This design comes from an exercise in tuning for small area and a short achievable clock period on the open sky130 flow, not from production work. Only the layout flow was run in this run; the RTL was not checked for function there. Power figures rest on the tool's default switching activity, not on a simulated workload.

`flow/run.sh`:
```
#!/bin/bash
# synth_recipe.tcl (not shown) runs the flow's synth.tcl, then flattens the netlist and writes it again
# the make line also repeats each setting of config.mk as NAME=value (left out here)
make -C /OpenROAD-flow-scripts/flow DESIGN_CONFIG=/design/flow/config.mk WORK_HOME=/design/flow/orfs CLKGATE_MAP_FILE= SYNTH_SCRIPT=/design/flow/synth_recipe.tcl finish
```
`flow/config.mk`:
```
export PLATFORM = sky130hd
export DESIGN_NAME = ALU_TOP
export DESIGN_NICKNAME = ALU_TOP
export VERILOG_FILES = /design/flow/design.v
export SDC_FILE = /design/flow/constraint.sdc
export NUM_CORES = 4
export LEC_CHECK = 0
export ABC_AREA = 1
export CAP_MARGIN = 20
export CORE_MARGIN = 2
export CORE_UTILIZATION = 40
export SLEW_MARGIN = 20
```
`flow/constraint.sdc`:
```
create_clock -name core_clock -period 32.0 [get_ports {CLK}]
set_input_delay 6.4000 -clock core_clock [delete_from_list [all_inputs] [get_ports {CLK}]]
set_output_delay 6.4000 -clock core_clock [all_outputs]
set_load 0.01 [all_outputs]
```
`flow/design.v`:
```
module ALU_TOP #(parameter Width = 16)
(
  input  [Width-1:0] A,
  input  [Width-1:0] B,
  input  [3:0]       ALU_FUN,
  input              CLK,
  input              RST,
  output [Width-1:0] Arith_OUT,
  output             Arith_Flag,
  output             Carry_OUT,
  output [Width-1:0] Logic_Out,
  output             Logic_Flag,
  output [Width-1:0] CMP_OUT,
  output             CMP_Flag,
  output             Shift_Flag,
  output [Width-1:0] Shift_OUT
);
  wire mul1 = (ALU_FUN == 4'b0010);
  wire div1 = (ALU_FUN == 4'b0011);
  wire [15:0] bx1 = B ^ {16{ALU_FUN[0]}};
  wire [16:0] bz1;
  assign bz1[0] = 1'b1;
  assign bz1[1] = bz1[0] & ~B[15];
  assign bz1[2] = bz1[1] & ~B[14];
  assign bz1[3] = bz1[2] & ~B[13];
  assign bz1[4] = bz1[3] & ~B[12];
  assign bz1[5] = bz1[4] & ~B[11];
  assign bz1[6] = bz1[5] & ~B[10];
  assign bz1[7] = bz1[6] & ~B[9];
  assign bz1[8] = bz1[7] & ~B[8];
  assign bz1[9] = bz1[8] & ~B[7];
  assign bz1[10] = bz1[9] & ~B[6];
  assign bz1[11] = bz1[10] & ~B[5];
  assign bz1[12] = bz1[11] & ~B[4];
  assign bz1[13] = bz1[12] & ~B[3];
  assign bz1[14] = bz1[13] & ~B[2];
  assign bz1[15] = bz1[14] & ~B[1];
  assign bz1[16] = bz1[15] & ~B[0];
  wire r15_a = A[15] & ~mul1;
  wire [0:0] r15_t = r15_a;
  wire [0:0] r15_p = r15_t ^ bx1[0:0];
  wire [0:0] r15_g = r15_t & bx1[0:0];
  wire r15_G1 = r15_g[0] | (r15_p[0] & ALU_FUN[0]);
  wire [0:0] r15_s;
  assign r15_s[0] = r15_p[0] ^ ALU_FUN[0];
  wire r15_c = r15_G1;
  wire r15_sel = (mul1 & A[15]) | (div1 & bz1[15] & r15_c);
  wire [0:0] r15_r = r15_sel ? r15_s : r15_t;
  wire r14_a = A[14] & ~mul1;
  wire [1:0] r14_t = {r15_r[0:0], r14_a};
  wire [1:0] r14_p = r14_t ^ bx1[1:0];
  wire [1:0] r14_g = r14_t & bx1[1:0];
  wire r14_G1 = r14_g[0] | (r14_p[0] & ALU_FUN[0]);
  wire r14_G2 = r14_g[1] | (r14_p[1] & r14_G1);
  wire [1:0] r14_s;
  assign r14_s[0] = r14_p[0] ^ ALU_FUN[0];
  assign r14_s[1] = r14_p[1] ^ r14_G1;
  wire r14_c = r14_G2;
  wire r14_sel = (mul1 & A[14]) | (div1 & bz1[14] & r14_c);
  wire [1:0] r14_r = r14_sel ? r14_s : r14_t;
  wire r13_a = A[13] & ~mul1;
  wire [2:0] r13_t = {r14_r[1:0], r13_a};
  wire [2:0] r13_p = r13_t ^ bx1[2:0];
  wire [2:0] r13_g = r13_t & bx1[2:0];
  wire r13_G1 = r13_g[0] | (r13_p[0] & ALU_FUN[0]);
  wire r13_G2 = r13_g[2] | (r13_p[2] & r13_g[1]);
  wire r13_P2 = r13_p[2] & r13_p[1];
  wire r13_G3 = r13_g[1] | (r13_p[1] & r13_G1);
  wire r13_G4 = r13_G2 | (r13_P2 & r13_G1);
  wire [2:0] r13_s;
  assign r13_s[0] = r13_p[0] ^ ALU_FUN[0];
  assign r13_s[1] = r13_p[1] ^ r13_G1;
  assign r13_s[2] = r13_p[2] ^ r13_G3;
  wire r13_c = r13_G4;
  wire r13_sel = (mul1 & A[13]) | (div1 & bz1[13] & r13_c);
  wire [2:0] r13_r = r13_sel ? r13_s : r13_t;
  wire r12_a = A[12] & ~mul1;
  wire [3:0] r12_t = {r13_r[2:0], r12_a};
  wire [3:0] r12_p = r12_t ^ bx1[3:0];
  wire [3:0] r12_g = r12_t & bx1[3:0];
  wire r12_G1 = r12_g[0] | (r12_p[0] & ALU_FUN[0]);
  wire r12_G2 = r12_g[2] | (r12_p[2] & r12_g[1]);
  wire r12_P2 = r12_p[2] & r12_p[1];
  wire r12_G3 = r12_g[1] | (r12_p[1] & r12_G1);
  wire r12_G4 = r12_G2 | (r12_P2 & r12_G1);
  wire r12_G5 = r12_g[3] | (r12_p[3] & r12_G4);
  wire [3:0] r12_s;
  assign r12_s[0] = r12_p[0] ^ ALU_FUN[0];
  assign r12_s[1] = r12_p[1] ^ r12_G1;
  assign r12_s[2] = r12_p[2] ^ r12_G3;
  assign r12_s[3] = r12_p[3] ^ r12_G4;
  wire r12_c = r12_G5;
  wire r12_sel = (mul1 & A[12]) | (div1 & bz1[12] & r12_c);
  wire [3:0] r12_r = r12_sel ? r12_s : r12_t;
  wire r11_a = A[11] & ~mul1;
  wire [4:0] r11_t = {r12_r[3:0], r11_a};
  wire [4:0] r11_p = r11_t ^ bx1[4:0];
  wire [4:0] r11_g = r11_t & bx1[4:0];
  wire r11_G1 = r11_g[0] | (r11_p[0] & ALU_FUN[0]);
  wire r11_G2 = r11_g[2] | (r11_p[2] & r11_g[1]);
  wire r11_P2 = r11_p[2] & r11_p[1];
  wire r11_G3 = r11_g[4] | (r11_p[4] & r11_g[3]);
  wire r11_P3 = r11_p[4] & r11_p[3];
  wire r11_G4 = r11_g[1] | (r11_p[1] & r11_G1);
  wire r11_G5 = r11_G2 | (r11_P2 & r11_G1);
  wire r11_G6 = r11_g[3] | (r11_p[3] & r11_G5);
  wire r11_G7 = r11_G3 | (r11_P3 & r11_G5);
  wire [4:0] r11_s;
  assign r11_s[0] = r11_p[0] ^ ALU_FUN[0];
  assign r11_s[1] = r11_p[1] ^ r11_G1;
  assign r11_s[2] = r11_p[2] ^ r11_G4;
  assign r11_s[3] = r11_p[3] ^ r11_G5;
  assign r11_s[4] = r11_p[4] ^ r11_G6;
  wire r11_c = r11_G7;
  wire r11_sel = (mul1 & A[11]) | (div1 & bz1[11] & r11_c);
  wire [4:0] r11_r = r11_sel ? r11_s : r11_t;
  wire r10_a = A[10] & ~mul1;
  wire [5:0] r10_t = {r11_r[4:0], r10_a};
  wire [5:0] r10_p = r10_t ^ bx1[5:0];
  wire [5:0] r10_g = r10_t & bx1[5:0];
  wire r10_G1 = r10_g[0] | (r10_p[0] & ALU_FUN[0]);
  wire r10_G2 = r10_g[2] | (r10_p[2] & r10_g[1]);
  wire r10_P2 = r10_p[2] & r10_p[1];
  wire r10_G3 = r10_g[4] | (r10_p[4] & r10_g[3]);
  wire r10_P3 = r10_p[4] & r10_p[3];
  wire r10_G4 = r10_g[1] | (r10_p[1] & r10_G1);
  wire r10_G5 = r10_G2 | (r10_P2 & r10_G1);
  wire r10_G6 = r10_g[5] | (r10_p[5] & r10_G3);
  wire r10_P6 = r10_p[5] & r10_P3;
  wire r10_G7 = r10_g[3] | (r10_p[3] & r10_G5);
  wire r10_G8 = r10_G3 | (r10_P3 & r10_G5);
  wire r10_G9 = r10_G6 | (r10_P6 & r10_G5);
  wire [5:0] r10_s;
  assign r10_s[0] = r10_p[0] ^ ALU_FUN[0];
  assign r10_s[1] = r10_p[1] ^ r10_G1;
  assign r10_s[2] = r10_p[2] ^ r10_G4;
  assign r10_s[3] = r10_p[3] ^ r10_G5;
  assign r10_s[4] = r10_p[4] ^ r10_G7;
  assign r10_s[5] = r10_p[5] ^ r10_G8;
  wire r10_c = r10_G9;
  wire r10_sel = (mul1 & A[10]) | (div1 & bz1[10] & r10_c);
  wire [5:0] r10_r = r10_sel ? r10_s : r10_t;
  wire r9_a = A[9] & ~mul1;
  wire [6:0] r9_t = {r10_r[5:0], r9_a};
  wire [6:0] r9_p = r9_t ^ bx1[6:0];
  wire [6:0] r9_g = r9_t & bx1[6:0];
  wire r9_G1 = r9_g[0] | (r9_p[0] & ALU_FUN[0]);
  wire r9_G2 = r9_g[2] | (r9_p[2] & r9_g[1]);
  wire r9_P2 = r9_p[2] & r9_p[1];
  wire r9_G3 = r9_g[4] | (r9_p[4] & r9_g[3]);
  wire r9_P3 = r9_p[4] & r9_p[3];
  wire r9_G4 = r9_g[6] | (r9_p[6] & r9_g[5]);
  wire r9_P4 = r9_p[6] & r9_p[5];
  wire r9_G5 = r9_g[1] | (r9_p[1] & r9_G1);
  wire r9_G6 = r9_G2 | (r9_P2 & r9_G1);
  wire r9_G7 = r9_g[5] | (r9_p[5] & r9_G3);
  wire r9_P7 = r9_p[5] & r9_P3;
  wire r9_G8 = r9_G4 | (r9_P4 & r9_G3);
  wire r9_P8 = r9_P4 & r9_P3;
  wire r9_G9 = r9_g[3] | (r9_p[3] & r9_G6);
  wire r9_G10 = r9_G3 | (r9_P3 & r9_G6);
  wire r9_G11 = r9_G7 | (r9_P7 & r9_G6);
  wire r9_G12 = r9_G8 | (r9_P8 & r9_G6);
  wire [6:0] r9_s;
  assign r9_s[0] = r9_p[0] ^ ALU_FUN[0];
  assign r9_s[1] = r9_p[1] ^ r9_G1;
  assign r9_s[2] = r9_p[2] ^ r9_G5;
  assign r9_s[3] = r9_p[3] ^ r9_G6;
  assign r9_s[4] = r9_p[4] ^ r9_G9;
  assign r9_s[5] = r9_p[5] ^ r9_G10;
  assign r9_s[6] = r9_p[6] ^ r9_G11;
  wire r9_c = r9_G12;
  wire r9_sel = (mul1 & A[9]) | (div1 & bz1[9] & r9_c);
  wire [6:0] r9_r = r9_sel ? r9_s : r9_t;
  wire r8_a = A[8] & ~mul1;
  wire [7:0] r8_t = {r9_r[6:0], r8_a};
  wire [7:0] r8_p = r8_t ^ bx1[7:0];
  wire [7:0] r8_g = r8_t & bx1[7:0];
  wire r8_G1 = r8_g[0] | (r8_p[0] & ALU_FUN[0]);
  wire r8_G2 = r8_g[2] | (r8_p[2] & r8_g[1]);
  wire r8_P2 = r8_p[2] & r8_p[1];
  wire r8_G3 = r8_g[4] | (r8_p[4] & r8_g[3]);
  wire r8_P3 = r8_p[4] & r8_p[3];
  wire r8_G4 = r8_g[6] | (r8_p[6] & r8_g[5]);
  wire r8_P4 = r8_p[6] & r8_p[5];
  wire r8_G5 = r8_g[1] | (r8_p[1] & r8_G1);
  wire r8_G6 = r8_G2 | (r8_P2 & r8_G1);
  wire r8_G7 = r8_g[5] | (r8_p[5] & r8_G3);
  wire r8_P7 = r8_p[5] & r8_P3;
  wire r8_G8 = r8_G4 | (r8_P4 & r8_G3);
  wire r8_P8 = r8_P4 & r8_P3;
  wire r8_G9 = r8_g[3] | (r8_p[3] & r8_G6);
  wire r8_G10 = r8_G3 | (r8_P3 & r8_G6);
  wire r8_G11 = r8_G7 | (r8_P7 & r8_G6);
  wire r8_G12 = r8_G8 | (r8_P8 & r8_G6);
  wire r8_G13 = r8_g[7] | (r8_p[7] & r8_G12);
  wire [7:0] r8_s;
  assign r8_s[0] = r8_p[0] ^ ALU_FUN[0];
  assign r8_s[1] = r8_p[1] ^ r8_G1;
  assign r8_s[2] = r8_p[2] ^ r8_G5;
  assign r8_s[3] = r8_p[3] ^ r8_G6;
  assign r8_s[4] = r8_p[4] ^ r8_G9;
  assign r8_s[5] = r8_p[5] ^ r8_G10;
  assign r8_s[6] = r8_p[6] ^ r8_G11;
  assign r8_s[7] = r8_p[7] ^ r8_G12;
  wire r8_c = r8_G13;
  wire r8_sel = (mul1 & A[8]) | (div1 & bz1[8] & r8_c);
  wire [7:0] r8_r = r8_sel ? r8_s : r8_t;
  wire r7_a = A[7] & ~mul1;
  wire [8:0] r7_t = {r8_r[7:0], r7_a};
  wire [8:0] r7_p = r7_t ^ bx1[8:0];
  wire [8:0] r7_g = r7_t & bx1[8:0];
  wire r7_G1 = r7_g[0] | (r7_p[0] & ALU_FUN[0]);
  wire r7_G2 = r7_g[2] | (r7_p[2] & r7_g[1]);
  wire r7_P2 = r7_p[2] & r7_p[1];
  wire r7_G3 = r7_g[4] | (r7_p[4] & r7_g[3]);
  wire r7_P3 = r7_p[4] & r7_p[3];
  wire r7_G4 = r7_g[6] | (r7_p[6] & r7_g[5]);
  wire r7_P4 = r7_p[6] & r7_p[5];
  wire r7_G5 = r7_g[8] | (r7_p[8] & r7_g[7]);
  wire r7_P5 = r7_p[8] & r7_p[7];
  wire r7_G6 = r7_g[1] | (r7_p[1] & r7_G1);
  wire r7_G7 = r7_G2 | (r7_P2 & r7_G1);
  wire r7_G8 = r7_g[5] | (r7_p[5] & r7_G3);
  wire r7_P8 = r7_p[5] & r7_P3;
  wire r7_G9 = r7_G4 | (r7_P4 & r7_G3);
  wire r7_P9 = r7_P4 & r7_P3;
  wire r7_G10 = r7_g[3] | (r7_p[3] & r7_G7);
  wire r7_G11 = r7_G3 | (r7_P3 & r7_G7);
  wire r7_G12 = r7_G8 | (r7_P8 & r7_G7);
  wire r7_G13 = r7_G9 | (r7_P9 & r7_G7);
  wire r7_G14 = r7_g[7] | (r7_p[7] & r7_G13);
  wire r7_G15 = r7_G5 | (r7_P5 & r7_G13);
  wire [8:0] r7_s;
  assign r7_s[0] = r7_p[0] ^ ALU_FUN[0];
  assign r7_s[1] = r7_p[1] ^ r7_G1;
  assign r7_s[2] = r7_p[2] ^ r7_G6;
  assign r7_s[3] = r7_p[3] ^ r7_G7;
  assign r7_s[4] = r7_p[4] ^ r7_G10;
  assign r7_s[5] = r7_p[5] ^ r7_G11;
  assign r7_s[6] = r7_p[6] ^ r7_G12;
  assign r7_s[7] = r7_p[7] ^ r7_G13;
  assign r7_s[8] = r7_p[8] ^ r7_G14;
  wire r7_c = r7_G15;
  wire r7_sel = (mul1 & A[7]) | (div1 & bz1[7] & r7_c);
  wire [8:0] r7_r = r7_sel ? r7_s : r7_t;
  reg [15:0]   BXr;   
  reg [6:0]  Alo;
  reg [8:0] Rr;    
  reg [15:7]   Qr;
  reg [1:0]    Fr;
  reg fA, fL, fC, fS;
  always @(posedge CLK) begin
    BXr <= bx1;
    Alo <= A[6:0];
    Rr  <= r7_r;
    Qr  <= {r15_sel, r14_sel, r13_sel, r12_sel, r11_sel, r10_sel, r9_sel, r8_sel, r7_sel};
    Fr  <= ALU_FUN[1:0];
  end
  always @(posedge CLK or negedge RST) begin
    if (!RST) begin
      fA <= 1'b0; fL <= 1'b0; fC <= 1'b0; fS <= 1'b0;
    end else begin
      fA <= (ALU_FUN[3:2] == 2'b00);
      fL <= (ALU_FUN[3:2] == 2'b01);
      fC <= (ALU_FUN[3:2] == 2'b10);
      fS <= (ALU_FUN[3:2] == 2'b11);
    end
  end
  wire add2 = fA & (Fr == 2'b00);
  wire sub2 = fA & (Fr == 2'b01);
  wire mul2 = fA & (Fr == 2'b10);
  wire div2 = fA & (Fr == 2'b11);
  wire [15:0] Br = BXr ^ {16{Fr[0]}};
  wire [16:0] bz2;
  assign bz2[0] = 1'b1;
  assign bz2[1] = bz2[0] & BXr[15];
  assign bz2[2] = bz2[1] & BXr[14];
  assign bz2[3] = bz2[2] & BXr[13];
  assign bz2[4] = bz2[3] & BXr[12];
  assign bz2[5] = bz2[4] & BXr[11];
  assign bz2[6] = bz2[5] & BXr[10];
  assign bz2[7] = bz2[6] & BXr[9];
  assign bz2[8] = bz2[7] & BXr[8];
  assign bz2[9] = bz2[8] & BXr[7];
  assign bz2[10] = bz2[9] & BXr[6];
  assign bz2[11] = bz2[10] & BXr[5];
  assign bz2[12] = bz2[11] & BXr[4];
  assign bz2[13] = bz2[12] & BXr[3];
  assign bz2[14] = bz2[13] & BXr[2];
  assign bz2[15] = bz2[14] & BXr[1];
  assign bz2[16] = bz2[15] & BXr[0];
  wire [15:0] Alo16 = {9'b0, Alo};
  wire r6_a = Alo16[6] & ~mul2;
  wire [9:0] r6_t = {Rr[8:0], r6_a};
  wire [9:0] r6_p = r6_t ^ BXr[9:0];
  wire [9:0] r6_g = r6_t & BXr[9:0];
  wire r6_G1 = r6_g[0] | (r6_p[0] & Fr[0]);
  wire r6_G2 = r6_g[2] | (r6_p[2] & r6_g[1]);
  wire r6_P2 = r6_p[2] & r6_p[1];
  wire r6_G3 = r6_g[4] | (r6_p[4] & r6_g[3]);
  wire r6_P3 = r6_p[4] & r6_p[3];
  wire r6_G4 = r6_g[6] | (r6_p[6] & r6_g[5]);
  wire r6_P4 = r6_p[6] & r6_p[5];
  wire r6_G5 = r6_g[8] | (r6_p[8] & r6_g[7]);
  wire r6_P5 = r6_p[8] & r6_p[7];
  wire r6_G6 = r6_g[1] | (r6_p[1] & r6_G1);
  wire r6_G7 = r6_G2 | (r6_P2 & r6_G1);
  wire r6_G8 = r6_g[5] | (r6_p[5] & r6_G3);
  wire r6_P8 = r6_p[5] & r6_P3;
  wire r6_G9 = r6_G4 | (r6_P4 & r6_G3);
  wire r6_P9 = r6_P4 & r6_P3;
  wire r6_G10 = r6_g[9] | (r6_p[9] & r6_G5);
  wire r6_P10 = r6_p[9] & r6_P5;
  wire r6_G11 = r6_g[3] | (r6_p[3] & r6_G7);
  wire r6_G12 = r6_G3 | (r6_P3 & r6_G7);
  wire r6_G13 = r6_G8 | (r6_P8 & r6_G7);
  wire r6_G14 = r6_G9 | (r6_P9 & r6_G7);
  wire r6_G15 = r6_g[7] | (r6_p[7] & r6_G14);
  wire r6_G16 = r6_G5 | (r6_P5 & r6_G14);
  wire r6_G17 = r6_G10 | (r6_P10 & r6_G14);
  wire [9:0] r6_s;
  assign r6_s[0] = r6_p[0] ^ Fr[0];
  assign r6_s[1] = r6_p[1] ^ r6_G1;
  assign r6_s[2] = r6_p[2] ^ r6_G6;
  assign r6_s[3] = r6_p[3] ^ r6_G7;
  assign r6_s[4] = r6_p[4] ^ r6_G11;
  assign r6_s[5] = r6_p[5] ^ r6_G12;
  assign r6_s[6] = r6_p[6] ^ r6_G13;
  assign r6_s[7] = r6_p[7] ^ r6_G14;
  assign r6_s[8] = r6_p[8] ^ r6_G15;
  assign r6_s[9] = r6_p[9] ^ r6_G16;
  wire r6_c = r6_G17;
  wire r6_sel = (mul2 & Alo16[6]) | (div2 & bz2[6] & r6_c);
  wire [9:0] r6_r = r6_sel ? r6_s : r6_t;
  wire r5_a = Alo16[5] & ~mul2;
  wire [10:0] r5_t = {r6_r[9:0], r5_a};
  wire [10:0] r5_p = r5_t ^ BXr[10:0];
  wire [10:0] r5_g = r5_t & BXr[10:0];
  wire r5_G1 = r5_g[0] | (r5_p[0] & Fr[0]);
  wire r5_G2 = r5_g[2] | (r5_p[2] & r5_g[1]);
  wire r5_P2 = r5_p[2] & r5_p[1];
  wire r5_G3 = r5_g[4] | (r5_p[4] & r5_g[3]);
  wire r5_P3 = r5_p[4] & r5_p[3];
  wire r5_G4 = r5_g[6] | (r5_p[6] & r5_g[5]);
  wire r5_P4 = r5_p[6] & r5_p[5];
  wire r5_G5 = r5_g[8] | (r5_p[8] & r5_g[7]);
  wire r5_P5 = r5_p[8] & r5_p[7];
  wire r5_G6 = r5_g[10] | (r5_p[10] & r5_g[9]);
  wire r5_P6 = r5_p[10] & r5_p[9];
  wire r5_G7 = r5_g[1] | (r5_p[1] & r5_G1);
  wire r5_G8 = r5_G2 | (r5_P2 & r5_G1);
  wire r5_G9 = r5_g[5] | (r5_p[5] & r5_G3);
  wire r5_P9 = r5_p[5] & r5_P3;
  wire r5_G10 = r5_G4 | (r5_P4 & r5_G3);
  wire r5_P10 = r5_P4 & r5_P3;
  wire r5_G11 = r5_g[9] | (r5_p[9] & r5_G5);
  wire r5_P11 = r5_p[9] & r5_P5;
  wire r5_G12 = r5_G6 | (r5_P6 & r5_G5);
  wire r5_P12 = r5_P6 & r5_P5;
  wire r5_G13 = r5_g[3] | (r5_p[3] & r5_G8);
  wire r5_G14 = r5_G3 | (r5_P3 & r5_G8);
  wire r5_G15 = r5_G9 | (r5_P9 & r5_G8);
  wire r5_G16 = r5_G10 | (r5_P10 & r5_G8);
  wire r5_G17 = r5_g[7] | (r5_p[7] & r5_G16);
  wire r5_G18 = r5_G5 | (r5_P5 & r5_G16);
  wire r5_G19 = r5_G11 | (r5_P11 & r5_G16);
  wire r5_G20 = r5_G12 | (r5_P12 & r5_G16);
  wire [10:0] r5_s;
  assign r5_s[0] = r5_p[0] ^ Fr[0];
  assign r5_s[1] = r5_p[1] ^ r5_G1;
  assign r5_s[2] = r5_p[2] ^ r5_G7;
  assign r5_s[3] = r5_p[3] ^ r5_G8;
  assign r5_s[4] = r5_p[4] ^ r5_G13;
  assign r5_s[5] = r5_p[5] ^ r5_G14;
  assign r5_s[6] = r5_p[6] ^ r5_G15;
  assign r5_s[7] = r5_p[7] ^ r5_G16;
  assign r5_s[8] = r5_p[8] ^ r5_G17;
  assign r5_s[9] = r5_p[9] ^ r5_G18;
  assign r5_s[10] = r5_p[10] ^ r5_G19;
  wire r5_c = r5_G20;
  wire r5_sel = (mul2 & Alo16[5]) | (div2 & bz2[5] & r5_c);
  wire [10:0] r5_r = r5_sel ? r5_s : r5_t;
  wire r4_a = Alo16[4] & ~mul2;
  wire [11:0] r4_t = {r5_r[10:0], r4_a};
  wire [11:0] r4_p = r4_t ^ BXr[11:0];
  wire [11:0] r4_g = r4_t & BXr[11:0];
  wire r4_G1 = r4_g[0] | (r4_p[0] & Fr[0]);
  wire r4_G2 = r4_g[2] | (r4_p[2] & r4_g[1]);
  wire r4_P2 = r4_p[2] & r4_p[1];
  wire r4_G3 = r4_g[4] | (r4_p[4] & r4_g[3]);
  wire r4_P3 = r4_p[4] & r4_p[3];
  wire r4_G4 = r4_g[6] | (r4_p[6] & r4_g[5]);
  wire r4_P4 = r4_p[6] & r4_p[5];
  wire r4_G5 = r4_g[8] | (r4_p[8] & r4_g[7]);
  wire r4_P5 = r4_p[8] & r4_p[7];
  wire r4_G6 = r4_g[10] | (r4_p[10] & r4_g[9]);
  wire r4_P6 = r4_p[10] & r4_p[9];
  wire r4_G7 = r4_g[1] | (r4_p[1] & r4_G1);
  wire r4_G8 = r4_G2 | (r4_P2 & r4_G1);
  wire r4_G9 = r4_g[5] | (r4_p[5] & r4_G3);
  wire r4_P9 = r4_p[5] & r4_P3;
  wire r4_G10 = r4_G4 | (r4_P4 & r4_G3);
  wire r4_P10 = r4_P4 & r4_P3;
  wire r4_G11 = r4_g[9] | (r4_p[9] & r4_G5);
  wire r4_P11 = r4_p[9] & r4_P5;
  wire r4_G12 = r4_G6 | (r4_P6 & r4_G5);
  wire r4_P12 = r4_P6 & r4_P5;
  wire r4_G13 = r4_g[3] | (r4_p[3] & r4_G8);
  wire r4_G14 = r4_G3 | (r4_P3 & r4_G8);
  wire r4_G15 = r4_G9 | (r4_P9 & r4_G8);
  wire r4_G16 = r4_G10 | (r4_P10 & r4_G8);
  wire r4_G17 = r4_g[11] | (r4_p[11] & r4_G12);
  wire r4_P17 = r4_p[11] & r4_P12;
  wire r4_G18 = r4_g[7] | (r4_p[7] & r4_G16);
  wire r4_G19 = r4_G5 | (r4_P5 & r4_G16);
  wire r4_G20 = r4_G11 | (r4_P11 & r4_G16);
  wire r4_G21 = r4_G12 | (r4_P12 & r4_G16);
  wire r4_G22 = r4_G17 | (r4_P17 & r4_G16);
  wire [11:0] r4_s;
  assign r4_s[0] = r4_p[0] ^ Fr[0];
  assign r4_s[1] = r4_p[1] ^ r4_G1;
  assign r4_s[2] = r4_p[2] ^ r4_G7;
  assign r4_s[3] = r4_p[3] ^ r4_G8;
  assign r4_s[4] = r4_p[4] ^ r4_G13;
  assign r4_s[5] = r4_p[5] ^ r4_G14;
  assign r4_s[6] = r4_p[6] ^ r4_G15;
  assign r4_s[7] = r4_p[7] ^ r4_G16;
  assign r4_s[8] = r4_p[8] ^ r4_G18;
  assign r4_s[9] = r4_p[9] ^ r4_G19;
  assign r4_s[10] = r4_p[10] ^ r4_G20;
  assign r4_s[11] = r4_p[11] ^ r4_G21;
  wire r4_c = r4_G22;
  wire r4_sel = (mul2 & Alo16[4]) | (div2 & bz2[4] & r4_c);
  wire [11:0] r4_r = r4_sel ? r4_s : r4_t;
  wire r3_a = Alo16[3] & ~mul2;
  wire [12:0] r3_t = {r4_r[11:0], r3_a};
  wire [12:0] r3_p = r3_t ^ BXr[12:0];
  wire [12:0] r3_g = r3_t & BXr[12:0];
  wire r3_G1 = r3_g[0] | (r3_p[0] & Fr[0]);
  wire r3_G2 = r3_g[2] | (r3_p[2] & r3_g[1]);
  wire r3_P2 = r3_p[2] & r3_p[1];
  wire r3_G3 = r3_g[4] | (r3_p[4] & r3_g[3]);
  wire r3_P3 = r3_p[4] & r3_p[3];
  wire r3_G4 = r3_g[6] | (r3_p[6] & r3_g[5]);
  wire r3_P4 = r3_p[6] & r3_p[5];
  wire r3_G5 = r3_g[8] | (r3_p[8] & r3_g[7]);
  wire r3_P5 = r3_p[8] & r3_p[7];
  wire r3_G6 = r3_g[10] | (r3_p[10] & r3_g[9]);
  wire r3_P6 = r3_p[10] & r3_p[9];
  wire r3_G7 = r3_g[12] | (r3_p[12] & r3_g[11]);
  wire r3_P7 = r3_p[12] & r3_p[11];
  wire r3_G8 = r3_g[1] | (r3_p[1] & r3_G1);
  wire r3_G9 = r3_G2 | (r3_P2 & r3_G1);
  wire r3_G10 = r3_g[5] | (r3_p[5] & r3_G3);
  wire r3_P10 = r3_p[5] & r3_P3;
  wire r3_G11 = r3_G4 | (r3_P4 & r3_G3);
  wire r3_P11 = r3_P4 & r3_P3;
  wire r3_G12 = r3_g[9] | (r3_p[9] & r3_G5);
  wire r3_P12 = r3_p[9] & r3_P5;
  wire r3_G13 = r3_G6 | (r3_P6 & r3_G5);
  wire r3_P13 = r3_P6 & r3_P5;
  wire r3_G14 = r3_g[3] | (r3_p[3] & r3_G9);
  wire r3_G15 = r3_G3 | (r3_P3 & r3_G9);
  wire r3_G16 = r3_G10 | (r3_P10 & r3_G9);
  wire r3_G17 = r3_G11 | (r3_P11 & r3_G9);
  wire r3_G18 = r3_g[11] | (r3_p[11] & r3_G13);
  wire r3_P18 = r3_p[11] & r3_P13;
  wire r3_G19 = r3_G7 | (r3_P7 & r3_G13);
  wire r3_P19 = r3_P7 & r3_P13;
  wire r3_G20 = r3_g[7] | (r3_p[7] & r3_G17);
  wire r3_G21 = r3_G5 | (r3_P5 & r3_G17);
  wire r3_G22 = r3_G12 | (r3_P12 & r3_G17);
  wire r3_G23 = r3_G13 | (r3_P13 & r3_G17);
  wire r3_G24 = r3_G18 | (r3_P18 & r3_G17);
  wire r3_G25 = r3_G19 | (r3_P19 & r3_G17);
  wire [12:0] r3_s;
  assign r3_s[0] = r3_p[0] ^ Fr[0];
  assign r3_s[1] = r3_p[1] ^ r3_G1;
  assign r3_s[2] = r3_p[2] ^ r3_G8;
  assign r3_s[3] = r3_p[3] ^ r3_G9;
  assign r3_s[4] = r3_p[4] ^ r3_G14;
  assign r3_s[5] = r3_p[5] ^ r3_G15;
  assign r3_s[6] = r3_p[6] ^ r3_G16;
  assign r3_s[7] = r3_p[7] ^ r3_G17;
  assign r3_s[8] = r3_p[8] ^ r3_G20;
  assign r3_s[9] = r3_p[9] ^ r3_G21;
  assign r3_s[10] = r3_p[10] ^ r3_G22;
  assign r3_s[11] = r3_p[11] ^ r3_G23;
  assign r3_s[12] = r3_p[12] ^ r3_G24;
  wire r3_c = r3_G25;
  wire r3_sel = (mul2 & Alo16[3]) | (div2 & bz2[3] & r3_c);
  wire [12:0] r3_r = r3_sel ? r3_s : r3_t;
  wire r2_a = Alo16[2] & ~mul2;
  wire [13:0] r2_t = {r3_r[12:0], r2_a};
  wire [13:0] r2_p = r2_t ^ BXr[13:0];
  wire [13:0] r2_g = r2_t & BXr[13:0];
  wire r2_G1 = r2_g[0] | (r2_p[0] & Fr[0]);
  wire r2_G2 = r2_g[2] | (r2_p[2] & r2_g[1]);
  wire r2_P2 = r2_p[2] & r2_p[1];
  wire r2_G3 = r2_g[4] | (r2_p[4] & r2_g[3]);
  wire r2_P3 = r2_p[4] & r2_p[3];
  wire r2_G4 = r2_g[6] | (r2_p[6] & r2_g[5]);
  wire r2_P4 = r2_p[6] & r2_p[5];
  wire r2_G5 = r2_g[8] | (r2_p[8] & r2_g[7]);
  wire r2_P5 = r2_p[8] & r2_p[7];
  wire r2_G6 = r2_g[10] | (r2_p[10] & r2_g[9]);
  wire r2_P6 = r2_p[10] & r2_p[9];
  wire r2_G7 = r2_g[12] | (r2_p[12] & r2_g[11]);
  wire r2_P7 = r2_p[12] & r2_p[11];
  wire r2_G8 = r2_g[1] | (r2_p[1] & r2_G1);
  wire r2_G9 = r2_G2 | (r2_P2 & r2_G1);
  wire r2_G10 = r2_g[5] | (r2_p[5] & r2_G3);
  wire r2_P10 = r2_p[5] & r2_P3;
  wire r2_G11 = r2_G4 | (r2_P4 & r2_G3);
  wire r2_P11 = r2_P4 & r2_P3;
  wire r2_G12 = r2_g[9] | (r2_p[9] & r2_G5);
  wire r2_P12 = r2_p[9] & r2_P5;
  wire r2_G13 = r2_G6 | (r2_P6 & r2_G5);
  wire r2_P13 = r2_P6 & r2_P5;
  wire r2_G14 = r2_g[13] | (r2_p[13] & r2_G7);
  wire r2_P14 = r2_p[13] & r2_P7;
  wire r2_G15 = r2_g[3] | (r2_p[3] & r2_G9);
  wire r2_G16 = r2_G3 | (r2_P3 & r2_G9);
  wire r2_G17 = r2_G10 | (r2_P10 & r2_G9);
  wire r2_G18 = r2_G11 | (r2_P11 & r2_G9);
  wire r2_G19 = r2_g[11] | (r2_p[11] & r2_G13);
  wire r2_P19 = r2_p[11] & r2_P13;
  wire r2_G20 = r2_G7 | (r2_P7 & r2_G13);
  wire r2_P20 = r2_P7 & r2_P13;
  wire r2_G21 = r2_G14 | (r2_P14 & r2_G13);
  wire r2_P21 = r2_P14 & r2_P13;
  wire r2_G22 = r2_g[7] | (r2_p[7] & r2_G18);
  wire r2_G23 = r2_G5 | (r2_P5 & r2_G18);
  wire r2_G24 = r2_G12 | (r2_P12 & r2_G18);
  wire r2_G25 = r2_G13 | (r2_P13 & r2_G18);
  wire r2_G26 = r2_G19 | (r2_P19 & r2_G18);
  wire r2_G27 = r2_G20 | (r2_P20 & r2_G18);
  wire r2_G28 = r2_G21 | (r2_P21 & r2_G18);
  wire [13:0] r2_s;
  assign r2_s[0] = r2_p[0] ^ Fr[0];
  assign r2_s[1] = r2_p[1] ^ r2_G1;
  assign r2_s[2] = r2_p[2] ^ r2_G8;
  assign r2_s[3] = r2_p[3] ^ r2_G9;
  assign r2_s[4] = r2_p[4] ^ r2_G15;
  assign r2_s[5] = r2_p[5] ^ r2_G16;
  assign r2_s[6] = r2_p[6] ^ r2_G17;
  assign r2_s[7] = r2_p[7] ^ r2_G18;
  assign r2_s[8] = r2_p[8] ^ r2_G22;
  assign r2_s[9] = r2_p[9] ^ r2_G23;
  assign r2_s[10] = r2_p[10] ^ r2_G24;
  assign r2_s[11] = r2_p[11] ^ r2_G25;
  assign r2_s[12] = r2_p[12] ^ r2_G26;
  assign r2_s[13] = r2_p[13] ^ r2_G27;
  wire r2_c = r2_G28;
  wire r2_sel = (mul2 & Alo16[2]) | (div2 & bz2[2] & r2_c);
  wire [13:0] r2_r = r2_sel ? r2_s : r2_t;
  wire r1_a = Alo16[1] & ~mul2;
  wire [14:0] r1_t = {r2_r[13:0], r1_a};
  wire [14:0] r1_p = r1_t ^ BXr[14:0];
  wire [14:0] r1_g = r1_t & BXr[14:0];
  wire r1_G1 = r1_g[0] | (r1_p[0] & Fr[0]);
  wire r1_G2 = r1_g[2] | (r1_p[2] & r1_g[1]);
  wire r1_P2 = r1_p[2] & r1_p[1];
  wire r1_G3 = r1_g[4] | (r1_p[4] & r1_g[3]);
  wire r1_P3 = r1_p[4] & r1_p[3];
  wire r1_G4 = r1_g[6] | (r1_p[6] & r1_g[5]);
  wire r1_P4 = r1_p[6] & r1_p[5];
  wire r1_G5 = r1_g[8] | (r1_p[8] & r1_g[7]);
  wire r1_P5 = r1_p[8] & r1_p[7];
  wire r1_G6 = r1_g[10] | (r1_p[10] & r1_g[9]);
  wire r1_P6 = r1_p[10] & r1_p[9];
  wire r1_G7 = r1_g[12] | (r1_p[12] & r1_g[11]);
  wire r1_P7 = r1_p[12] & r1_p[11];
  wire r1_G8 = r1_g[14] | (r1_p[14] & r1_g[13]);
  wire r1_P8 = r1_p[14] & r1_p[13];
  wire r1_G9 = r1_g[1] | (r1_p[1] & r1_G1);
  wire r1_G10 = r1_G2 | (r1_P2 & r1_G1);
  wire r1_G11 = r1_g[5] | (r1_p[5] & r1_G3);
  wire r1_P11 = r1_p[5] & r1_P3;
  wire r1_G12 = r1_G4 | (r1_P4 & r1_G3);
  wire r1_P12 = r1_P4 & r1_P3;
  wire r1_G13 = r1_g[9] | (r1_p[9] & r1_G5);
  wire r1_P13 = r1_p[9] & r1_P5;
  wire r1_G14 = r1_G6 | (r1_P6 & r1_G5);
  wire r1_P14 = r1_P6 & r1_P5;
  wire r1_G15 = r1_g[13] | (r1_p[13] & r1_G7);
  wire r1_P15 = r1_p[13] & r1_P7;
  wire r1_G16 = r1_G8 | (r1_P8 & r1_G7);
  wire r1_P16 = r1_P8 & r1_P7;
  wire r1_G17 = r1_g[3] | (r1_p[3] & r1_G10);
  wire r1_G18 = r1_G3 | (r1_P3 & r1_G10);
  wire r1_G19 = r1_G11 | (r1_P11 & r1_G10);
  wire r1_G20 = r1_G12 | (r1_P12 & r1_G10);
  wire r1_G21 = r1_g[11] | (r1_p[11] & r1_G14);
  wire r1_P21 = r1_p[11] & r1_P14;
  wire r1_G22 = r1_G7 | (r1_P7 & r1_G14);
  wire r1_P22 = r1_P7 & r1_P14;
  wire r1_G23 = r1_G15 | (r1_P15 & r1_G14);
  wire r1_P23 = r1_P15 & r1_P14;
  wire r1_G24 = r1_G16 | (r1_P16 & r1_G14);
  wire r1_P24 = r1_P16 & r1_P14;
  wire r1_G25 = r1_g[7] | (r1_p[7] & r1_G20);
  wire r1_G26 = r1_G5 | (r1_P5 & r1_G20);
  wire r1_G27 = r1_G13 | (r1_P13 & r1_G20);
  wire r1_G28 = r1_G14 | (r1_P14 & r1_G20);
  wire r1_G29 = r1_G21 | (r1_P21 & r1_G20);
  wire r1_G30 = r1_G22 | (r1_P22 & r1_G20);
  wire r1_G31 = r1_G23 | (r1_P23 & r1_G20);
  wire r1_G32 = r1_G24 | (r1_P24 & r1_G20);
  wire [14:0] r1_s;
  assign r1_s[0] = r1_p[0] ^ Fr[0];
  assign r1_s[1] = r1_p[1] ^ r1_G1;
  assign r1_s[2] = r1_p[2] ^ r1_G9;
  assign r1_s[3] = r1_p[3] ^ r1_G10;
  assign r1_s[4] = r1_p[4] ^ r1_G17;
  assign r1_s[5] = r1_p[5] ^ r1_G18;
  assign r1_s[6] = r1_p[6] ^ r1_G19;
  assign r1_s[7] = r1_p[7] ^ r1_G20;
  assign r1_s[8] = r1_p[8] ^ r1_G25;
  assign r1_s[9] = r1_p[9] ^ r1_G26;
  assign r1_s[10] = r1_p[10] ^ r1_G27;
  assign r1_s[11] = r1_p[11] ^ r1_G28;
  assign r1_s[12] = r1_p[12] ^ r1_G29;
  assign r1_s[13] = r1_p[13] ^ r1_G30;
  assign r1_s[14] = r1_p[14] ^ r1_G31;
  wire r1_c = r1_G32;
  wire r1_sel = (mul2 & Alo16[1]) | (div2 & bz2[1] & r1_c);
  wire [14:0] r1_r = r1_sel ? r1_s : r1_t;
  wire r0_a = Alo16[0] & ~mul2;
  wire [15:0] r0_t = {r1_r[14:0], r0_a};
  wire [15:0] r0_p = r0_t ^ BXr[15:0];
  wire [15:0] r0_g = r0_t & BXr[15:0];
  wire r0_G1 = r0_g[0] | (r0_p[0] & Fr[0]);
  wire r0_G2 = r0_g[2] | (r0_p[2] & r0_g[1]);
  wire r0_P2 = r0_p[2] & r0_p[1];
  wire r0_G3 = r0_g[4] | (r0_p[4] & r0_g[3]);
  wire r0_P3 = r0_p[4] & r0_p[3];
  wire r0_G4 = r0_g[6] | (r0_p[6] & r0_g[5]);
  wire r0_P4 = r0_p[6] & r0_p[5];
  wire r0_G5 = r0_g[8] | (r0_p[8] & r0_g[7]);
  wire r0_P5 = r0_p[8] & r0_p[7];
  wire r0_G6 = r0_g[10] | (r0_p[10] & r0_g[9]);
  wire r0_P6 = r0_p[10] & r0_p[9];
  wire r0_G7 = r0_g[12] | (r0_p[12] & r0_g[11]);
  wire r0_P7 = r0_p[12] & r0_p[11];
  wire r0_G8 = r0_g[14] | (r0_p[14] & r0_g[13]);
  wire r0_P8 = r0_p[14] & r0_p[13];
  wire r0_G9 = r0_g[1] | (r0_p[1] & r0_G1);
  wire r0_G10 = r0_G2 | (r0_P2 & r0_G1);
  wire r0_G11 = r0_g[5] | (r0_p[5] & r0_G3);
  wire r0_P11 = r0_p[5] & r0_P3;
  wire r0_G12 = r0_G4 | (r0_P4 & r0_G3);
  wire r0_P12 = r0_P4 & r0_P3;
  wire r0_G13 = r0_g[9] | (r0_p[9] & r0_G5);
  wire r0_P13 = r0_p[9] & r0_P5;
  wire r0_G14 = r0_G6 | (r0_P6 & r0_G5);
  wire r0_P14 = r0_P6 & r0_P5;
  wire r0_G15 = r0_g[13] | (r0_p[13] & r0_G7);
  wire r0_P15 = r0_p[13] & r0_P7;
  wire r0_G16 = r0_G8 | (r0_P8 & r0_G7);
  wire r0_P16 = r0_P8 & r0_P7;
  wire r0_G17 = r0_g[3] | (r0_p[3] & r0_G10);
  wire r0_G18 = r0_G3 | (r0_P3 & r0_G10);
  wire r0_G19 = r0_G11 | (r0_P11 & r0_G10);
  wire r0_G20 = r0_G12 | (r0_P12 & r0_G10);
  wire r0_G21 = r0_g[11] | (r0_p[11] & r0_G14);
  wire r0_P21 = r0_p[11] & r0_P14;
  wire r0_G22 = r0_G7 | (r0_P7 & r0_G14);
  wire r0_P22 = r0_P7 & r0_P14;
  wire r0_G23 = r0_G15 | (r0_P15 & r0_G14);
  wire r0_P23 = r0_P15 & r0_P14;
  wire r0_G24 = r0_G16 | (r0_P16 & r0_G14);
  wire r0_P24 = r0_P16 & r0_P14;
  wire r0_G25 = r0_g[7] | (r0_p[7] & r0_G20);
  wire r0_G26 = r0_G5 | (r0_P5 & r0_G20);
  wire r0_G27 = r0_G13 | (r0_P13 & r0_G20);
  wire r0_G28 = r0_G14 | (r0_P14 & r0_G20);
  wire r0_G29 = r0_G21 | (r0_P21 & r0_G20);
  wire r0_G30 = r0_G22 | (r0_P22 & r0_G20);
  wire r0_G31 = r0_G23 | (r0_P23 & r0_G20);
  wire r0_G32 = r0_G24 | (r0_P24 & r0_G20);
  wire r0_G33 = r0_g[15] | (r0_p[15] & r0_G32);
  wire [15:0] r0_s;
  assign r0_s[0] = r0_p[0] ^ Fr[0];
  assign r0_s[1] = r0_p[1] ^ r0_G1;
  assign r0_s[2] = r0_p[2] ^ r0_G9;
  assign r0_s[3] = r0_p[3] ^ r0_G10;
  assign r0_s[4] = r0_p[4] ^ r0_G17;
  assign r0_s[5] = r0_p[5] ^ r0_G18;
  assign r0_s[6] = r0_p[6] ^ r0_G19;
  assign r0_s[7] = r0_p[7] ^ r0_G20;
  assign r0_s[8] = r0_p[8] ^ r0_G25;
  assign r0_s[9] = r0_p[9] ^ r0_G26;
  assign r0_s[10] = r0_p[10] ^ r0_G27;
  assign r0_s[11] = r0_p[11] ^ r0_G28;
  assign r0_s[12] = r0_p[12] ^ r0_G29;
  assign r0_s[13] = r0_p[13] ^ r0_G30;
  assign r0_s[14] = r0_p[14] ^ r0_G31;
  assign r0_s[15] = r0_p[15] ^ r0_G32;
  wire r0_c = r0_G33;
  wire r0_sel = (mul2 & Alo16[0]) | (div2 & bz2[0] & r0_c) | add2 | sub2;
  wire r0_rsel = (mul2 & Alo16[0]) | add2 | sub2;
  wire [15:0] r0_r = r0_rsel ? r0_s : r0_t;
  wire [15:0] Ar = {Rr, Alo};    
  assign Arith_OUT  = div2 ? {Qr, r6_sel, r5_sel, r4_sel, r3_sel, r2_sel, r1_sel, r0_sel} : (fA ? r0_r : 16'b0);
  assign Arith_Flag = fA;
  assign Carry_OUT  = add2 & r0_c;
  reg [15:0] lo;
  always @(*) begin
    case (Fr)
      2'b00: lo = Ar & Br;
      2'b01: lo = Ar | Br;
      2'b10: lo = ~(Ar & Br);
      default: lo = ~(Ar | Br);
    endcase
  end
  assign Logic_Out  = fL ? lo : 16'b0;
  assign Logic_Flag = fL;
  wire eq = (Ar == Br);
  wire gt = (Ar > Br);
  wire lt = ~eq & ~gt;
  wire [1:0] cmp = (Fr == 2'b01) ? {1'b0, eq} :
                   (Fr == 2'b10) ? {gt, 1'b0} :
                   (Fr == 2'b11) ? {lt, lt} : 2'b00;
  assign CMP_OUT  = {14'b0, fC ? cmp : 2'b00};
  assign CMP_Flag = fC;
  reg [15:0] sh;
  always @(*) begin
    case (Fr)
      2'b00: sh = Ar >> 1;
      2'b01: sh = Ar << 1;
      2'b10: sh = Br >> 1;
      default: sh = Br << 1;
    endcase
  end
  assign Shift_OUT  = fS ? sh : 16'b0;
  assign Shift_Flag = fS;
endmodule
```
==> run summary <==
## Yosys cell counts (3+ instances only)
cell type    n
a211oi_1     9
a21o_1       8
a21oi_1     83
a221oi_1     6
and2_1      20
buf_1        3
buf_2        9
buf_4       17
buf_6        3
clkbuf_1    14
clkinv_1     3
dfrtp_1      4
dfxtp_1     43
fa_1        45
ha_1       164
inv_1      195
inv_2       18
nand2_1    393
nand2_2     15
nand3_1    123
nand3b_1     7
nand4_1      5
nor2_1      84
nor2_2       6
nor2_4       3
nor3_1       8
o211ai_1    11
o21a_1       3
o21ai_0     72
o21ai_1      8
o21ai_2     12
o21bai_1     7
o221ai_1     9
o22ai_1      8
or2_2       23
xnor2_1     43
xor2_1      47
## through the flow
step	power (µW)	instances	cell area, µm²	util
6_report	418	1971	11800	0.455
5_1_grt	464	1971	11800	0.455
4_1_cts	418	1971	11800	0.455
3_5_place_dp	363	1963	11600	0.450
3_3_place_gp	361	1963	11600	0.450
2_1_floorplan	286	1572	10500	-
## path summary, 6_finish.rpt
kind / startpoint / end / cells after the start / slack [ns]
min in group core_clock: A[0] / Alo[0] / 1 / 6.54
setup / recovery: Fr[1] / Arith_OUT[15] / 107 / 7.98
hold / removal: RST / fS / 1 / 6.30
max in group asynchronous: RST / fA / 1 / 25.54
## registers in the layout, indices dropped and copies added (netlist names)
signal / flops
Rr: 9
BXr: 16
Qr: 9
fL: 1
fS: 1
Alo: 7
Fr: 2
fA: 1
fC: 1
## cells by family after synthesis
logic type | Yosys count
AO/OA/AOI/OAI | 248
XOR/XNOR | 90
adder cells (fa/ha/maj) | 209
buffers and inverters | 264
flip-flops | 47
multiplexers | 1
other | 1
AND/OR/NAND/NOR | 699
## routing by layer
layer  vias up  GRT usage  routed length, µm
li1       5202          -                  -
met1      4741      0.321              14500
met2       306      0.430              15600
met3        52     0.0235               1560
met4         0     0.0713                934
met5         -          0                  0
## area by class of cell
| cell class | count | area [µm²] |
|---|---|---|
| sequential | 47 | 962 |
| inverter | 218 | 823 |
| multi-input combinational | 1261 | 8420 |
| clock inverter | 3 | 23.8 |
| clock buffer | 5 | 125 |
| tap | 335 | 419 |
| fill | 2714 | 14100 |
| timing repair buffer | 102 | 996 |
## power by group through the flow
| stage | registers (µW) | logic (µW) | clock network [µW] |
|---|---|---|---|
| after floorplan | 72.6 | 213 | 0 |
| after global placement | 77.4 | 284 | 0 |
| after detailed placement | 77.6 | 286 | 0 |
| after CTS | 76.2 | 288 | 53.8 |
| after global routing | 76.9 | 330 | 56.5 |
| final | 76.5 | 289 | 52.6 |
==> metrics.md <==
| Metric | Value |
|---|---|
| Largest family of logic cells by synthesized area | `simple AND/OR/NAND/NOR gates` |
| WP buf/inv | `15` |
| Net Sw Frac | `0.494` |
| Post-cts sizing count | `0` |
| Antenna Nets Post-Route | `0` |
| Hold Crit Class | `in -> async` |
| Most frequent cell on the critical path | `nand2_1` |
| Clock power share | `0.126` |
| Drt first pass iters | `5` |
| XOR/XNOR Fraction of Synth Area | `0.0756` |
| Fraction of layout cells with a size suffix above 1 | `0.0678` |
| Final Hold Fails | `0` |
| Slew margin rel. | `0.339` |
| DRC Markers | `0` |
| CORE AREA | `0.0258 mm²` |
| Final setup violation count | `0` |
| Global-route wire length before repair | `52500 µm` |
| Final hold slack | `6.30 ns` |
| Die area | `0.0274 mm²` |
| Die Ht | `165 µm` |
| Tot GR Track Use | `0.246` |
| Seq cells post-synth | `47` |
| CP required | `25.60 ns` |
| Synth top area cells | `ha_1 (20%), nand2_1 (14%), fa_1 (8.6%)` |
| Post-synth EDFFs | `0` |
| Critical Path Max Stage Delay | `0.59 ns` |
| Post-Synth Simple-Gate Area | `0.294` |
| Postcts setup bufs | `0` |
| Slew @ Worst Pin | `0.988 ns` |
| Die X | `165 µm` |
| # nets final | `1882` |
| Post-synth top flop | `dfxtp_1` |
| Drt via density | `5.23` |
| Post-route setup slack | `7.98 ns` |
| Top cell type's share of synthesized area | `0.197` |
| Routed WL | `32600 µm` |
| Mux share of post-synthesis cell area | `0.00216` |
| Crit Path Max Fanout | `48` |
| Area grow syn2layout | `12.9%` |
| Ant diodes | `0` |
| Combinational Power Share | `0.691` |
| CTS Buf Count | `5` |
| H-tree Lvls | `2` |
| CP startpoint kind | `register` |
| Sequential-to-total area share from yosys stat | `0.0922` |
| Pre-CTS setup slack | `8.52 ns` |
| Vias | `10300` |
| Syn_area_per_cell | `6.69 µm²` |
| DP Wirelength | `26900 µm` |
| Kind of critical path | `reg -> out` |
| Net load switching power | `207 µW` |
| Adder-Cell Fraction of Synth Area | `0.283` |
| Grt ovf | `0` |
| Pin count of the biggest net entering global routing | `57` |
| Num ports | `107` |
| FMAX | `41.6 MHz` |
| RSZ-0062 raised after global routing | `no` |
| Power Dens Cells | `35.5 mW/mm²` |
| Internal power | `211 µW` |
| Worst path top cell family by delay | `simple AND/OR/NAND/NOR gates` |
| Post-synthesis compound-gate area fraction | `0.147` |
| Placement Rows | `59` |
| DRT iter0 DRCs | `757` |
| CP Capture Type | `output port` |
| GPL Wtd Cong | `0.921` |
| Arr. time, crit path | `17.62 ns` |
| Fin crit period | `24.02 ns` |
| Reg power frac | `0.183` |
| Fin crit share | `0.750` |
| Crit-path slowest cell | `a21oi_2` |
| Clk pin slew, worst setup/hold paths | `0.07 ns` |
| Peak supply drop | `22.5 µV` |
| WL/cell | `16.5 µm` |
| Commonest non-fill, non-tap cells in the layout | `nand2_1 (393), inv_1 (195), ha_1 (164)` |
| Library cell with the largest summed area after synthesis | `ha_1` |
| Fin Setup TNS | `0 ns` |
| Async set-reset flop share out of synthesis | `0.0851` |
| I/O Buffers | `92` |
| Max-cap violations | `0` |
| Vias in the first global route | `10100` |
| Commonest non-fill, non-tap cell in the layout | `nand2_1` |
| P_leak | `0.00608 µW` |
| Slew Limit Fails | `0` |
| CTS tree | `yes` |
| Initial antenna violation count | `0` |
| Netlist cell types | `57` |
| Syn. warnings | `1` |
| Outcome | `complete, no violations` |
| Hold buffers post-CTS | `0` |
| Post-Syn Area | `0.0104 mm²` |
| CTS Root Cell | `clkbuf_16` |
| Longest Clk Path Bufs | `2` |
| CTS Sinks | `47` |
| Initial Util | `0.403` |
| Cells after Synth | `1559` |

==> port drivers added, routing unchanged <==
No port has a modelled driver above. Below, the same layout with a new extraction and two added sets of constraints.
Step 1 sets driving cells, clkbuf_16 on the clock port and buf_2 on the other inputs (assumed; they add their load-dependent delay and slew).
Step 2, shift: input delay + t, output delay - t, t = (earliest + latest rising clock arrival at the registers) / 2. This alone moves slack from input paths to output paths.
a / b / c = ideal ports / drivers / drivers and shift; a / b = the first two.
t (ns): 0.327
setup WS [ns]: 7.984 / 7.945 / 8.271
pins driven straight from the clock port: 1
After both steps setup and hold are still met in this run. For this run, drivers alone change the setup slack by -0.039 ns; drivers and shift together by +0.287 ns.
